From an optimization exercise on the open Yosys and OpenROAD flow, aimed at small area, a short achievable clock period and few clock cycles per item; shortcuts taken in it are not production practice.
RTL that was checked went through simulation tests only; none was proved equivalent to the original.
Power and IR drop assume default switching activity.

==> inputs of xenon <==
// fp_carpma
module fp_carpma(
    input clk_i, rst_i, en_i,
    input [31:0] x1_i, x2_i,
    output [31:0] sonuc_o,
    output done_o
    );
make LEC_CHECK=0 CAP_MARGIN=20 CORE_MARGIN=2 CORE_UTILIZATION=40 SETUP_SLACK_MARGIN=5 SLEW_MARGIN=20 finish   # period 10.0 ns
run.sh (not shown) runs the stock make flow with config.mk's settings and CLKGATE_MAP_FILE= SYNTH_SCRIPT=/design/flow/synth_recipe.tcl, a recipe that flattens the netlist after the stock synthesis.
==> lagoon: changes against xenon <==
--- a/flow/design.v
+++ b/flow/design.v
@@ -323,23 +323,21 @@
   wire fc133 = (hc6 & hs8) | (hc6 & fc105) | (hs8 & fc105);
   wire hs10 = pp5[23] ^ hc8;
   wire hc10 = pp5[23] & hc8;
   wire [30:0] ts = {hc10, hs10, fs133, fs132, fc130, fc129, fc128, fc127, fc126, fc125, fc124, fc123, fc122, fc121, fc120, fc119, fc118, fc117, fc116, fc115, fc114, fc113, fc112, fc111, fc110, fc109, fc108, fc107, fc106, hc9, s_q[0]};
   wire [30:0] tc = {1'b0, fc133, fc132, fc131, fs131, fs130, fs129, fs128, fs127, fs126, fs125, fs124, fs123, fs122, fs121, fs120, fs119, fs118, fs117, fs116, fs115, fs114, fs113, fs112, fs111, fs110, fs109, fs108, fs107, fs106, hs9};
-  wire [6:0] lo_sum = ts[5:0] + tc[5:0];
+  wire [6:0] lo_sum = {1'b0, ts[5:0]} + {1'b0, tc[5:0]};
   wire cy_d = lo_sum[6];
   always @(posedge clk_i) begin
     cnt_q <= run ? (hold ? cnt_q : cnt_q + 3'd1) : 3'd0;
     s_q <= (ts[30:6] & {25{sh}}) | (s_q & {25{hd}});
     c_q <= (tc[30:6] & {25{sh}}) | (c_q & {25{hd}});
     cy_q <= (cy_d & sh) | (cy_q & hd);
     e_q <= (nz1 & nz2) ? (x1_i[30:23] + x2_i[30:23] + 8'd129) : 8'd0;
     sg_q <= nz1 & nz2 & (x1_i[31] ^ x2_i[31]);
   end
-  wire [25:0] r1 = {s_q, cy_q} + {c_q, cy_q};
-  wire [24:0] r = r1[25:1];
+  wire [24:0] r = s_q + c_q + {24'd0, cy_q};
   wire [22:0] man = r[24] ? r[23:1] : r[22:0];
-  wire [7:0] e_inc = e_q + 8'd1;
-  wire [7:0] e = r[24] ? e_inc : e_q;
+  wire [7:0] e = e_q + {7'd0, r[24]};
   assign sonuc_o = {sg_q, e, man};
   assign done_o = hold;
 endmodule
--- a/flow/config.mk
+++ b/flow/config.mk
@@ -6,7 +6,6 @@
 export NUM_CORES = 4
 export LEC_CHECK = 0
 export CAP_MARGIN = 20
 export CORE_MARGIN = 2
 export CORE_UTILIZATION = 40
-export SETUP_SLACK_MARGIN = 5
 export SLEW_MARGIN = 20
==> tundra: changes against xenon <==
--- a/flow/config.mk
+++ b/flow/config.mk
@@ -6,7 +6,6 @@
 export NUM_CORES = 4
 export LEC_CHECK = 0
 export CAP_MARGIN = 20
 export CORE_MARGIN = 2
 export CORE_UTILIZATION = 40
-export SETUP_SLACK_MARGIN = 5
 export SLEW_MARGIN = 20
==> run summary <==
metric                                                            lagoon          tundra           xenon
Outcome                                                   finished clean  finished clean  finished clean
Clock network power share                                          16.9%           16.6%           13.5%
Area enclosed by the die boundary                            0.02238 mm2     0.02265 mm2     0.02265 mm2
Met2 routing resource usage after global routing                  36.24%          35.52%          41.14%
Proportion of synthesized chip area in sequential cells           14.87%          14.69%          14.69%
Crit path arrival time                                           4.61 ns         4.00 ns         3.20 ns
Reg-to-reg critical path endpoint                        c_q[19]$_DFF_P_    cy_q$_DFF_P_    cy_q$_DFF_P_
Buffers & Inverters on Critical Path                                   4               1               6
Repair and plain buffers                                             107             106             179
Post-Synthesis Net Count                                           1,181           1,204           1,204
Reported clock group power                                      0.345 mW        0.340 mW        0.302 mW
Share of layout cells above drive strength 1                      5.467%          5.756%          29.83%
Crit path launch                                          s_q[0]$_DFF_P_  s_q[3]$_DFF_P_  c_q[0]$_DFF_P_
Number of nets in the finished design                              1,264           1,281           1,358
Detailed-routed wire length on met3                               904 um          807 um         1558 um
First-pass GRT wire length                                     36,750 um       37,370 um       41,340 um
Logic pwr share                                                    64.7%           64.9%           68.6%
Register share of total power                                      18.5%           18.5%           17.9%
Starting Density                                                  40.60%          40.84%          40.84%
Cell count of the worst reg-to-reg path                               12              14              16
Cell repeated most along the worst path                            inv_1         nand3_2           buf_6
Testbench counts of xenon, summed over its fixed seeds: cycles 11,992, items 2,400.
Testbench counts of tundra, summed over its fixed seeds: cycles 11,992, items 2,400.
Only the layout flow was run in lagoon; the RTL was not checked for function there.

==> build 10 <==
fp_carpma, a different RTL version from the one above (not shown whole).
clock: 10.0 ns
lec_check: 0
abc_area: 1
cap_margin: 20
core_margin: 2
core_utilization: 40
setup_slack_margin: 3.5
slew_margin: 20
==> inputs of trial 16, as changes to build 10 <==
--- a/flow/design.v
+++ b/flow/design.v
@@ -1,18 +1,17 @@
 module fp_carpma(
     input clk_i, rst_i, en_i,
     input [31:0] x1_i, x2_i,
     output [31:0] sonuc_o,
     output done_o
     );
-  wire nz1 = |x1_i;
-  wire nz2 = |x2_i;
-  wire [23:0] ma = {nz1, x1_i[22:0]};
-  wire [23:0] mb = {nz2, x2_i[22:0]};
+  wire zero = ~|x1_i | ~|x2_i;
+  wire [23:0] ma = {1'b1, x1_i[22:0]};
+  wire [23:0] mb = {1'b1, x2_i[22:0]};
   wire [25:0] bx = {2'b00, mb};
   wire [11:0] ng, one, two;
   genvar g;
   generate for (g = 0; g < 12; g = g + 1) begin : bd
     wire b0 = (g == 0) ? 1'b0 : bx[2*g-1];
     wire b1 = bx[2*g];
     wire b2 = bx[2*g+1];
     assign ng[g] = b2;
@@ -628,25 +627,27 @@
   wire fc268 = (r12[23] & ~ng[11]) | (r12[23] & hc22) | (~ng[11] & hc22);
   wire [47:0] ts = {fs268, fs267, fs266, fc264, fc263, fs263, fc261, fc260, fc259, fc258, fs258, fc256, fc255, fc254, fc253, fc252, fc251, fc250, fc249, fc248, fc247, fc246, fc245, fc244, fc243, fc242, fc241, fc240, fc239, fc238, fc237, fc236, fc235, fc234, fc233, hc27, hc26, hc25, hc24, hc23, hs23, fs232, fs198, fs133, fs52, fs0, bp0[1], ng[0]};
   wire [47:0] tc = {fc267, fc266, fc265, fs265, fs264, fc262, fs262, fs261, fs260, fs259, fc257, fs257, fs256, fs255, fs254, fs253, fs252, fs251, fs250, fs249, fs248, fs247, fs246, fs245, fs244, fs243, fs242, fs241, fs240, fs239, fs238, fs237, fs236, fs235, fs234, fs233, hs27, hs26, hs25, hs24, fc232, 1'b0, 1'b0, 1'b0, 1'b0, 1'b0, 1'b0, bp0[0]};
   wire [12:0] lo_sum = ts[12-1:0] + tc[12-1:0];
   reg [35:0] s_q, c_q;
   reg cy_q;
   reg [7:0] e_q;
   reg sg_q;
+  reg z_q;
   reg done_q;
   always @(posedge clk_i) begin
     s_q <= ts[47:12];
     c_q <= tc[47:12];
     cy_q <= lo_sum[12];
-    e_q <= (nz1 & nz2) ? (x1_i[30:23] + x2_i[30:23] + 8'd129) : 8'd0;
-    sg_q <= nz1 & nz2 & (x1_i[31] ^ x2_i[31]);
+    e_q <= x1_i[30:23] + x2_i[30:23] + 8'd129;
+    sg_q <= x1_i[31] ^ x2_i[31];
+    z_q <= zero;
     done_q <= en_i & ~rst_i;
   end
   wire [36:0] r1 = {s_q, cy_q} + {c_q, cy_q};
   wire [24:0] r = r1[36:12];
   wire [22:0] man = r[24] ? r[23:1] : r[22:0];
   wire [7:0] e_inc = e_q + 8'd1;
   wire [7:0] e = r[24] ? e_inc : e_q;
-  assign sonuc_o = {sg_q, e, man};
+  assign sonuc_o = {sg_q, e, man} & {32{~z_q}};
   assign done_o = done_q;
 endmodule
==> flow/flow/run.sh (new file) <==
#!/bin/bash
set -uo pipefail
export BUFFER_PORTS_ARGS="-buffer_cell sky130_fd_sc_hd__buf_1"
export SYNTH_ARGS="-noabc"
bash standard.sh > flow.log 2>&1
==> flow/standard.sh (new file) <==
#!/bin/bash
# synth_recipe.tcl (not shown) runs the flow's synth.tcl, then flattens the netlist and writes it again
# the make line also repeats each setting of config.mk as NAME=value (left out here)
make -C /OpenROAD-flow-scripts/flow DESIGN_CONFIG=/design/flow/config.mk WORK_HOME=/design/flow/orfs CLKGATE_MAP_FILE= SYNTH_SCRIPT=/design/flow/synth_recipe.tcl "${@:-finish}"
==> flow/config.mk (replaced) <==
export PLATFORM = sky130hd
export DESIGN_NAME = fp_carpma
export DESIGN_NICKNAME = fp_carpma
export VERILOG_FILES = /design/flow/design.v
export SDC_FILE = /design/flow/constraint.sdc
export NUM_CORES = 4
export LEC_CHECK = 0
export ABC_AREA = 1
export CAP_MARGIN = 20
export CORE_MARGIN = 2
export CORE_UTILIZATION = 40
export SETUP_SLACK_MARGIN = 4.5
export SLEW_MARGIN = 20
removed: flow/run.sh
==> run summary <==
- Of trial 16 and build 10, trial 16 has the higher non-clock buffer count (gap 5).
- In trial 16 the sequential power is larger than in build 10, by 7.1%.
- Of trial 16 and build 10, trial 16 has the higher utilization (gap 0.72 points).
- Die area: trial 16 is lower than build 10 (5.2%).
- Against trial 16, the setup slack of build 10 is worse by 0.95 ns.
No functional check of the RTL was part of any run of this note.

-- afterwards: timing with drivers on the ports --
No port has a modelled driver above. Below, the same layouts with a new extraction and two added sets of constraints. Step 1 sets driving cells, clkbuf_16 on the clock port and buf_2 on the other inputs (assumed; they add their load-dependent delay and slew). Step 2 adds t to the input delays and takes it off the output delays; t is the mean of the earliest and latest rising clock arrival at the registers after step 1. Input paths then give back, and output paths get back, about the clock's delay inside the block. Three values: ideal, step 1, step 2; two values: the first two.
run	shift t [ns]	setup slack, ns	worst setup path at the end	worst register clock-pin slew, ns	cell pins on the clock port's net
xenon	0.387	4.804 / 4.762 / 4.601	input to register	0.06 / 0.06	1
lagoon	0.382	3.386 / 3.345 / 3.727	register to output	0.06 / 0.06	1
tundra	0.381	4.000 / 3.957 / 4.166	input to register	0.06 / 0.06	1
build 10	0.397	3.610 / 3.620 / 3.223	input to register	0.07 / 0.07	1
trial 16	0.418	4.561 / 4.555 / 4.137	input to register	0.08 / 0.08	1
After both steps every run listed still meets setup and hold. The setup slack of trial 16, which loses most, moves by -0.006 ns with the drivers and by -0.424 ns with both steps.
